Source: an optimization exercise on an open RTL-to-GDS flow (aim: small area and a short achievable clock period). Production flows keep margins and buffers that such runs may drop.
In this exercise RTL edits were held to simulation tests only and were not proved equivalent to the original.

==> inputs of run M <==
==> flow/design.v (excerpt) <==
module matrix_multiplier (
    input clk,
    input reset,
    input start,
    input [7:0] in,
    output reg [15:0] o,
    output reg done
);
clock: 8.0 ns
lec_check: 0
cap_margin: 20
core_margin: 2
core_utilization: 40
cts_buf_list: sky130_fd_sc_hd__clkbuf_8
cts_cluster_diameter: 60
cts_cluster_size: 20
slew_margin: 20
synth_hierarchical: 1
synth_minimum_keep_size: 0
standard.sh (not shown) runs the stock make flow with config.mk's settings and CLKGATE_MAP_FILE= SYNTH_SCRIPT=/design/flow/synth_recipe.tcl, a recipe that flattens the netlist after the stock synthesis.
==> flow/flow/run.sh <==
#!/bin/bash
# The standard layout flow with these changes in how the layout is made (the
# clock period and the constraints stay the design's): the ports are buffered
# with buf_1 cells, and clock tree synthesis adds no dummy loads. The make
# output goes to standard.log; each ORFS step keeps its own log under orfs/logs.
set -euo pipefail
bash standard.sh SETUP_SLACK_MARGIN=5 \
    "BUFFER_PORTS_ARGS=-buffer_cell sky130_fd_sc_hd__buf_1" \
    "CTS_ARGS=-sink_clustering_enable -repair_clock_nets -dont_use_dummy_load -buf_list sky130_fd_sc_hd__clkbuf_8 -sink_clustering_size 20 -sink_clustering_max_diameter 60" \
    finish > standard.log 2>&1
==> inputs of run Z, as changes to run M <==
--- a/flow/design.v
+++ b/flow/design.v
@@ -295,17 +295,18 @@
     wire s1_129, s1_130;
     fadd u_s1_129 (s1_100, s1_101, s1_73, s1_129, s1_130);
     wire s1_131, s1_132;
     fadd u_s1_131 (s1_102, s1_103, s1_77, s1_131, s1_132);
     wire s1_133, s1_134;
     fadd u_s1_133 (s1_104, s1_105, ~(ha1[7] | b1[6]), s1_133, s1_134);
     wire s1_135, s1_136;
     fadd u_s1_135 (s1_106, s1_107, ~(ha1[7] | b1[7]), s1_135, s1_136);
-    reg q1_s0, q1_c0, q1_s1, q1_c1, q1_s2, q1_c2, q1_s3, q1_c3, q1_s4, q1_c4, q1_s5, q1_c5, q1_s6, q1_c6, q1_s7, q1_c7, q1_s8, q1_c8, q1_s9, q1_c9, q1_s10, q1_c10, q1_s11, q1_c11, q1_s12, q1_c12, q1_s13, q1_c13, q1_s14, q1_c14, q1_s15, q1_c15;
+    wire s1_137 = s1_136 ^ s1_108;
+    reg q1_s0, q1_c0, q1_s1, q1_c1, q1_s2, q1_c2, q1_s3, q1_c3, q1_s4, q1_c4, q1_s5, q1_c5, q1_s6, q1_c6, q1_s7, q1_c7, q1_s8, q1_c8, q1_s9, q1_c9, q1_s10, q1_c10, q1_s11, q1_c11, q1_s12, q1_c12, q1_s13, q1_c13, q1_s14, q1_c14, q1_s15;
     always @(posedge clk) begin
         q1_s0 <= q0_s0;
         q1_c0 <= ~(ha1[0] | b1[0]);
         q1_s1 <= s1_109;
         q1_c1 <= ~(ha1[1] | b1[0]);
         q1_s2 <= s1_110;
         q1_c2 <= s1_111;
         q1_s3 <= s1_112;
@@ -327,18 +328,17 @@
         q1_s11 <= s1_128;
         q1_c11 <= s1_129;
         q1_s12 <= s1_130;
         q1_c12 <= s1_131;
         q1_s13 <= s1_132;
         q1_c13 <= s1_133;
         q1_s14 <= s1_134;
         q1_c14 <= s1_135;
-        q1_s15 <= s1_136;
-        q1_c15 <= s1_108;
+        q1_s15 <= s1_137;
     end
     wire s2_1 = q1_s4 ^ q1_c4;
     wire s2_2 = q1_s4 & q1_c4;
     wire s2_3, s2_4;
     fadd u_s2_3 (q1_s5, q1_c5, ~(ha2[0] | b2[5]), s2_3, s2_4);
     wire s2_5 = ~(ha2[1] | b2[4]) ^ ~(ha2[2] | b2[3]);
     wire s2_6 = ~(ha2[1] | b2[4]) & ~(ha2[2] | b2[3]);
     wire s2_7, s2_8;
@@ -468,19 +468,19 @@
     wire s2_131, s2_132;
     fadd u_s2_131 (s2_100, s2_101, s2_73, s2_131, s2_132);
     wire s2_133, s2_134;
     fadd u_s2_133 (s2_102, s2_103, s2_77, s2_133, s2_134);
     wire s2_135, s2_136;
     fadd u_s2_135 (s2_104, s2_105, ~(ha2[7] | b2[6]), s2_135, s2_136);
     wire s2_137, s2_138;
     fadd u_s2_137 (s2_106, s2_107, ~(ha2[7] | b2[7]), s2_137, s2_138);
-    wire s2_139, s2_140;
-    fadd u_s2_139 (s2_108, q1_s15, q1_c15, s2_139, s2_140);
-    reg q2_s0, q2_c0, q2_s1, q2_c1, q2_s2, q2_c2, q2_s3, q2_c3, q2_s4, q2_c4, q2_s5, q2_c5, q2_s6, q2_c6, q2_s7, q2_c7, q2_s8, q2_c8, q2_s9, q2_c9, q2_s10, q2_c10, q2_s11, q2_c11, q2_s12, q2_c12, q2_s13, q2_c13, q2_s14, q2_c14, q2_s15, q2_c15, q2_x7;
+    wire s2_139 = s2_108 ^ q1_s15;
+    wire s2_140 = s2_138 ^ s2_139;
+    reg q2_s0, q2_c0, q2_s1, q2_c1, q2_s2, q2_c2, q2_s3, q2_c3, q2_s4, q2_c4, q2_s5, q2_c5, q2_s6, q2_c6, q2_s7, q2_c7, q2_s8, q2_c8, q2_s9, q2_c9, q2_s10, q2_c10, q2_s11, q2_c11, q2_s12, q2_c12, q2_s13, q2_c13, q2_s14, q2_c14, q2_s15, q2_x7;
     always @(posedge clk) begin
         q2_s0 <= s2_109;
         q2_c0 <= ~(ha2[0] | b2[0]);
         q2_s1 <= s2_110;
         q2_c1 <= s2_111;
         q2_s2 <= s2_112;
         q2_c2 <= s2_113;
         q2_s3 <= s2_114;
@@ -502,22 +502,21 @@
         q2_s11 <= s2_130;
         q2_c11 <= s2_131;
         q2_s12 <= s2_132;
         q2_c12 <= s2_133;
         q2_s13 <= s2_134;
         q2_c13 <= s2_135;
         q2_s14 <= s2_136;
         q2_c14 <= s2_137;
-        q2_s15 <= s2_138;
-        q2_c15 <= s2_139;
+        q2_s15 <= s2_140;
         q2_x7 <= ~(ha2[7] | b2[0]);
     end
     wire [15:0] sum_s = {q2_s15, q2_s14, q2_s13, q2_s12, q2_s11, q2_s10, q2_s9, q2_s8, q2_s7, q2_s6, q2_s5, q2_s4, q2_s3, q2_s2, q2_s1, q2_s0};
-    wire [15:0] sum_c = {q2_c15, q2_c14, q2_c13, q2_c12, q2_c11, q2_c10, q2_c9, q2_c8, q2_c7, q2_c6, q2_c5, q2_c4, q2_c3, q2_c2, q2_c1, q2_c0};
+    wire [15:0] sum_c = {1'b0, q2_c14, q2_c13, q2_c12, q2_c11, q2_c10, q2_c9, q2_c8, q2_c7, q2_c6, q2_c5, q2_c4, q2_c3, q2_c2, q2_c1, q2_c0};
     wire [15:0] sum = sum_s + sum_c + {8'd0, q2_x7, 7'd0};
     wire valid = cnt >= 5'd21 && cnt <= 5'd29;
     always @(posedge clk or posedge reset) begin
         if (reset) begin
             cnt  <= 5'd0;
             o    <= 16'd0;
             done <= 1'b0;
         end else begin
==> flow/flow/run.sh (replaced) <==
#!/bin/bash
# The standard layout flow with these changes in how the layout is made (the
# clock period and the constraints stay the design's): the ports are buffered
# with buf_2 cells, and clock tree synthesis adds no dummy loads. The make
# output goes to standard.log; each ORFS step keeps its own log under orfs/logs.
set -euo pipefail
bash standard.sh SETUP_SLACK_MARGIN=5 \
    "BUFFER_PORTS_ARGS=-buffer_cell sky130_fd_sc_hd__buf_2" \
    "CTS_ARGS=-sink_clustering_enable -repair_clock_nets -dont_use_dummy_load -buf_list sky130_fd_sc_hd__clkbuf_8 -sink_clustering_size 20 -sink_clustering_max_diameter 60" \
    finish > standard.log 2>&1
Settings changed: CORE_UTILIZATION 40 to 55, PLACE_DENSITY set to 0.85.
==> notes.md <==
Run Z passed the timing, design-rule and antenna checks. Run M went through all stages and came out clean.
In run M the design area is higher than in run Z, by 2.0%.
In run Z the die area is lower than in run M, by 27%.
In run Z the flip-flop and latch count is lower than in run M, by 2.
Between run Z and run M, the lower global-route usage is in run M (gap 5.5 points).
Between run M and run Z, the lower via count is in run M (gap about 4%, measured against run Z).
Between run Z and run M, the lower synthesized area is in run Z (gap about 0.9%, measured against run M).
Between run Z and run M, the lower clock skew is in run Z (gap 0.010 ns).
Synthesized cell count: run M is larger than run Z (about 0.9%).
Of run Z and run M, run Z has the higher first-iteration DRC count (gap about 28%, measured against run M).

-- afterwards: timing with drivers on the ports --
In the flow no input, the clock included, has a driving cell. The finished layouts below were timed again as built, in two steps. Step 1, drivers: a clkbuf_16 drives clk and a buf_2 each remaining input, both assumed. Step 2 also shifts input and output timing later by t, the mid clock arrival at the registers, as if the neighbouring blocks saw the same clock. Slacks: no drivers / after step 1 / after step 2; pairs: no drivers / after step 1.
run | t (ns) | setup slack, ns | latest minus earliest clock arrival (ns) | slew at the worst register clock pin (ns)
run M | 0.565 | 5.152 / 5.152 / 5.152 | 0.055 / 0.055 | 0.11 / 0.11
run Z | 0.547 | 5.168 / 5.168 / 5.168 | 0.040 / 0.040 | 0.11 / 0.11
After both steps every run listed still meets setup and hold.
